This design comes from an exercise in tuning for small area, a short achievable clock period and few clock cycles per item on the open sky130 flow, not from production work. Function was checked by simulation only, so behaviour that the tests miss may differ from the original.

== fjord ==
// decipher
module decipher(
    input wire clk_in,
    input wire rst_in,
    input wire start,
    input wire [127:0] block_in,
    input wire [127:0] key_in,
    output logic [127:0] deciphered_block,
    output logic decipher_complete
);
Size: ~6,100 cells after synthesis, about 390 I/O pins.
Settings: LEC_CHECK=0, CAP_MARGIN=20, CORE_MARGIN=2, CORE_UTILIZATION=40, SETUP_SLACK_MARGIN=1.5, SLEW_MARGIN=20; clock period 8.0 ns.
standard.sh (not shown) runs the stock make flow with config.mk's settings and CLKGATE_MAP_FILE= SYNTH_SCRIPT=/design/flow/synth_recipe.tcl, a recipe that flattens the netlist after the stock synthesis.
==> flow/flow/run.sh <==
#!/bin/bash
# Own flow: the standard layout, except that synthesis maps the logic with an
# area-recovering ABC script (flow/abc_speed.script) in place of ORFS's abc_speed.script.
# Registers are mapped before ABC runs, so they are the standard synthesis's.
set -euo pipefail
here=$(pwd)
rm -rf "$here/scripts_synth"
cp -r "$FLOW_HOME/scripts" "$here/scripts_synth"
cp "$here/flow/abc_speed.script" "$here/scripts_synth/abc_speed.script"
SCRIPTS_DIR="$here/scripts_synth" bash standard.sh synth > "$here/synth.log" 2>&1
bash standard.sh > "$here/layout.log" 2>&1
test -f out/final.def
==> flow/flow/abc_speed.script <==
strash
&get -n
&fraig -x
&put
scorr
dc2
strash
&get -n
&dch -f
&nf -R 1000
&put
buffer -c
topo
stime -c
dnsize -c
Testbench counts of fjord, summed over its fixed seeds: cycles 5,376, blocks 256.
What raven does differently from fjord at the input level:
==> flow/flow/run.sh <==
#!/bin/bash
# Own flow: the standard layout, except that
#  - synthesis maps the logic with an area-recovering ABC script (flow/abc_speed.script)
#    in place of ORFS's abc_speed.script; registers are mapped before ABC runs, so they
#    are the standard synthesis's;
#  - every input and output port still gets its own buffer, but a buf_1 (the smallest
#    buffer) in place of the clkdlybuf4s50_1 that buffer_ports picks by default.
set -euo pipefail
here=$(pwd)
rm -rf "$here/scripts_synth"
cp -r "$FLOW_HOME/scripts" "$here/scripts_synth"
cp "$here/flow/abc_speed.script" "$here/scripts_synth/abc_speed.script"
export BUFFER_PORTS_ARGS="-buffer_cell sky130_fd_sc_hd__buf_1"
SCRIPTS_DIR="$here/scripts_synth" bash standard.sh synth > "$here/synth.log" 2>&1
bash standard.sh > "$here/layout.log" 2>&1
test -f out/final.def
## What came out
Of the two values seen for destination of the critical timing path, state[3]$_DFF_P_ was produced by raven and state[16]$_DFF_P_ by fjord.
Master of the slowest instance on the critical path = sky130_fd_sc_hd__dfxtp_2: fjord; master of the slowest instance on the critical path = sky130_fd_sc_hd__xnor2_2: raven
Diff fjord..raven | boundary pin count | unchanged
Taking fjord as the reference, in raven first-pass GRT wire length grew by 1.8%, total routing resource utilization after global routing has increased, initial antenna violation count picked up an extra 3, area overhead of the layout relative to synthesis moved down.
raven vs. fjord: routed wire length went up by about 3%.

---

Another version of the RTL of decipher (not shown whole).
Size: about 6,300 cells after synthesis, about 310 flip-flops, ~390 I/O pins, ~48,000 µm² of cells after synthesis.
export LEC_CHECK = 0
export CAP_MARGIN = 20
export CORE_MARGIN = 2
export CORE_UTILIZATION = 45
export CTS_BUF_LIST = sky130_fd_sc_hd__clkbuf_8
export SETUP_SLACK_MARGIN = 1.3
export SLEW_MARGIN = 20
create_clock -name core_clock -period 8.0 [get_ports {clk_in}]
==> flow/flow/run.sh <==
#!/bin/bash
# Own flow: the standard layout, except that
#  - synthesis maps the logic with an area-recovering ABC script (flow/abc_speed.script)
#    in place of ORFS's abc_speed.script; registers are mapped before ABC runs, so they
#    are the standard synthesis's;
#  - every input and output port still gets its own buffer, but a buf_1 (the smallest
#    buffer) in place of the clkdlybuf4s50_1 that buffer_ports picks by default.
set -euo pipefail
here=$(pwd)
rm -rf "$here/scripts_synth"
cp -r "$FLOW_HOME/scripts" "$here/scripts_synth"
cp "$here/flow/abc_speed.script" "$here/scripts_synth/abc_speed.script"
export BUFFER_PORTS_ARGS="-buffer_cell sky130_fd_sc_hd__buf_1"
SCRIPTS_DIR="$here/scripts_synth" bash standard.sh synth > "$here/synth.log" 2>&1
bash standard.sh > "$here/layout.log" 2>&1
test -f out/final.def
Scripts as last shown in full above: flow/flow/abc_speed.script
Testbench counts at the start, summed over its fixed seeds: cycles 5,376, blocks 256.
Next try:
SETUP_SLACK_MARGIN = 1.0   (was 1.3)
Outcome: The new run completed with no timing, DRC or antenna violations. Count of clock-buffer cells in the layout decreases by 1. First-iteration DRC count goes down by 5.4%. Clock skew hardly moves. Wire length decreases by 1.8%. Utilization goes down by 2.4 points.

---

== build 15 ==
decipher again, from the RTL that the note above started with.
Settings: LEC_CHECK=0, CAP_MARGIN=20, CORE_MARGIN=2, CORE_UTILIZATION=45, CTS_BUF_LIST=sky130_fd_sc_hd__clkbuf_8, SETUP_SLACK_MARGIN=1.3, SLEW_MARGIN=20; clock period 8.0 ns.
==> flow/flow/run.sh <==
#!/bin/bash
# Own flow: the standard layout, except that
#  - synthesis maps the logic with an area-recovering ABC script (flow/abc_speed.script, with ABC gate sizing)
#    in place of ORFS's abc_speed.script; registers are mapped before ABC runs, so they
#    are the standard synthesis's;
#  - every input and output port still gets its own buffer, but a buf_1 (the smallest
#    buffer) in place of the clkdlybuf4s50_1 that buffer_ports picks by default.
set -euo pipefail
here=$(pwd)
rm -rf "$here/scripts_synth"
cp -r "$FLOW_HOME/scripts" "$here/scripts_synth"
cp "$here/flow/abc_speed.script" "$here/scripts_synth/abc_speed.script"
export BUFFER_PORTS_ARGS="-buffer_cell sky130_fd_sc_hd__buf_1"
SCRIPTS_DIR="$here/scripts_synth" bash standard.sh synth > "$here/synth.log" 2>&1
bash standard.sh > "$here/layout.log" 2>&1
test -f out/final.def
==> flow/flow/abc_speed.script <==
strash
&get -n
&fraig -x
&put
scorr
dc2
strash
&get -n
&dch -f
&nf -R 1000
&put
buffer -c
topo
stime -c
upsize -c
dnsize -c
Testbench counts of build 15, summed over its fixed seeds: cycles 5,376, blocks 256.
[inputs] build 62 vs build 15
- SETUP_SLACK_MARGIN: 1.3 -> 1.6
--- a/flow/flow/run.sh
+++ b/flow/flow/run.sh
@@ -2,3 +2,3 @@
 # Own flow: the standard layout, except that
-#  - synthesis maps the logic with an area-recovering ABC script (flow/abc_speed.script, with ABC gate sizing)
+#  - synthesis maps the logic with an area-recovering ABC script (flow/abc_speed.script)
 #    in place of ORFS's abc_speed.script; registers are mapped before ABC runs, so they
--- a/flow/flow/abc_speed.script
+++ b/flow/flow/abc_speed.script
@@ -14,3 +14,2 @@
 stime -c
-upsize -c
 dnsize -c
Notes after the runs:
- Build 62 and build 15 ended up with nearly the same number of sequential storage elements.
- Build 62 vs. build 15: die area went down by about 5.5%.
- Chip height: build 62 and build 15 compared, higher one is build 15
- Compared with build 15, build 62 shows count of clock-buffer cells in the layout that has gone down by a few percent.
- Lower synthesized-area fraction occupied by adder cells was reported by build 15, not build 62.
- Looking at global routing met3 resource utilization across build 62 and build 15, the one that comes out lower is build 15.
- Build 62 gives more transition time at the pin with the least slew margin than build 15 did.
- When build 62 is measured against build 15, its setup slack on the worst flop-to-flop path turns out 0.28 ns higher.
- Build 62 gives less routed wire length than build 15 did.
- Relative to build 15, global routing usage on met2 has increased by 2.3 points in build 62.
The inputs of build 74 differ from those of build 62 as listed below.
- changing CORE_UTILIZATION from 45 to 50
- changing SETUP_SLACK_MARGIN from 1.6 to 1.3
Results
Taking build 62 over build 74, the met3 wirelength from detailed routing ratio works out to 0.947. For number of multi-input combinational cells in the layout, build 74 and build 62 come out practically identical. Re smallest hold slack: build 62 and build 74 aren't equal, and the lower value belongs to build 62.

---

Another version of the RTL of decipher (not shown whole).
For scale: roughly 6200 cells after synthesis, about 390 I/O pins, about 0.048 mm² of cells after synthesis.
export LEC_CHECK = 0
export CAP_MARGIN = 20
export CORE_MARGIN = 2
export CORE_UTILIZATION = 40
export SETUP_SLACK_MARGIN = 1.3
export SLEW_MARGIN = 20
create_clock -name core_clock -period 8.0 [get_ports {clk_in}]
==> flow/flow/run.sh <==
#!/bin/bash
# Own flow: the standard layout, except that
#  - synthesis maps the logic with an area-recovering ABC script (flow/abc_speed.script)
#    in place of ORFS's abc_speed.script; registers are mapped before ABC runs, so they
#    are the standard synthesis's;
#  - every input and output port still gets its own buffer, but a buf_1 (the smallest
#    buffer) in place of the clkdlybuf4s50_1 that buffer_ports picks by default.
set -euo pipefail
here=$(pwd)
rm -rf "$here/scripts_synth"
cp -r "$FLOW_HOME/scripts" "$here/scripts_synth"
cp "$here/flow/abc_speed.script" "$here/scripts_synth/abc_speed.script"
export BUFFER_PORTS_ARGS="-buffer_cell sky130_fd_sc_hd__buf_1"
SCRIPTS_DIR="$here/scripts_synth" bash standard.sh synth > "$here/synth.log" 2>&1
bash standard.sh > "$here/layout.log" 2>&1
test -f out/final.def
==> flow/flow/abc_speed.script <==
strash
&get -n
&fraig -x
&put
scorr
dc2
strash
&get -n
&dch -f
&nf -R 1000
&put
buffer -c
topo
stime -c
dnsize -c
The first run finished with timing, DRC and antenna clean.
Testbench counts at the start, summed over its fixed seeds: cycles 5,376, blocks 256.
==> next run, changes <==
--- a/flow/config.mk
+++ b/flow/config.mk
@@ -10,2 +10,3 @@
-export CORE_UTILIZATION = 40
-export SETUP_SLACK_MARGIN = 1.3
+export CORE_UTILIZATION = 45
+export CTS_BUF_LIST = sky130_fd_sc_hd__clkbuf_8
+export SETUP_SLACK_MARGIN = 1.15
Die area decreases by 11%.
Fmax stays flat.
Design area goes down by 2.3%.
Count of clock-buffer cells in the layout grows by 20.
Area after synthesis does not change.
Register-to-register slack is about the same.
==> next run, changes <==
--- a/flow/config.mk
+++ b/flow/config.mk
@@ -12 +12 @@
-export SETUP_SLACK_MARGIN = 1.15
+export SETUP_SLACK_MARGIN = 1.3
Outcome:
- sequential share of layout area goes down by 0.24 points
- final area goes up by 2.7%
- final cell count goes up by 0.35%
- setup slack improved by 0.14 ns
- die area does not change

what the ideal ports hide:
In the flow no input, the clock included, has a driving cell. The finished layouts below were timed again as built, in two steps. Step 1, drivers: a clkbuf_16 drives clk_in and a buf_2 each remaining input, both assumed. Step 2 adds t to the input delays and takes it off the output delays; t is the mean of the earliest and latest rising clock arrival at the registers after step 1. Input paths then give back, and output paths get back, about the clock's delay inside the block. Three values: ideal ports, drivers, drivers and shift; two values: the first two.
run	t, ns	slack for setup (ns)	worst slew at a driven data input, ns
fjord	0.676	1.552 / 1.552 / 0.954	0.14
raven	0.686	1.431 / 1.431 / 1.268	0.15
the first run of note 2	0.811	1.424 / 1.424 / 1.135	0.09
the second run of note 2	0.746	1.034 / 1.034 / 0.948	0.07
build 15	0.744	1.367 / 1.367 / 0.980	0.09
build 62	0.779	1.651 / 1.651 / 1.263	0.10
build 74	0.773	1.303 / 1.303 / 1.097	0.08
the first run of note 4	0.674	1.383 / 1.383 / 1.154	0.12
the second run of note 4	0.799	1.375 / 1.375 / 0.885	0.08
the third run of note 4	0.841	1.511 / 1.511 / 1.220	0.08
After both steps setup and hold are still met in every run listed. For fjord, which loses most, drivers alone change the setup slack by 0.000 ns; drivers and shift together by -0.598 ns.
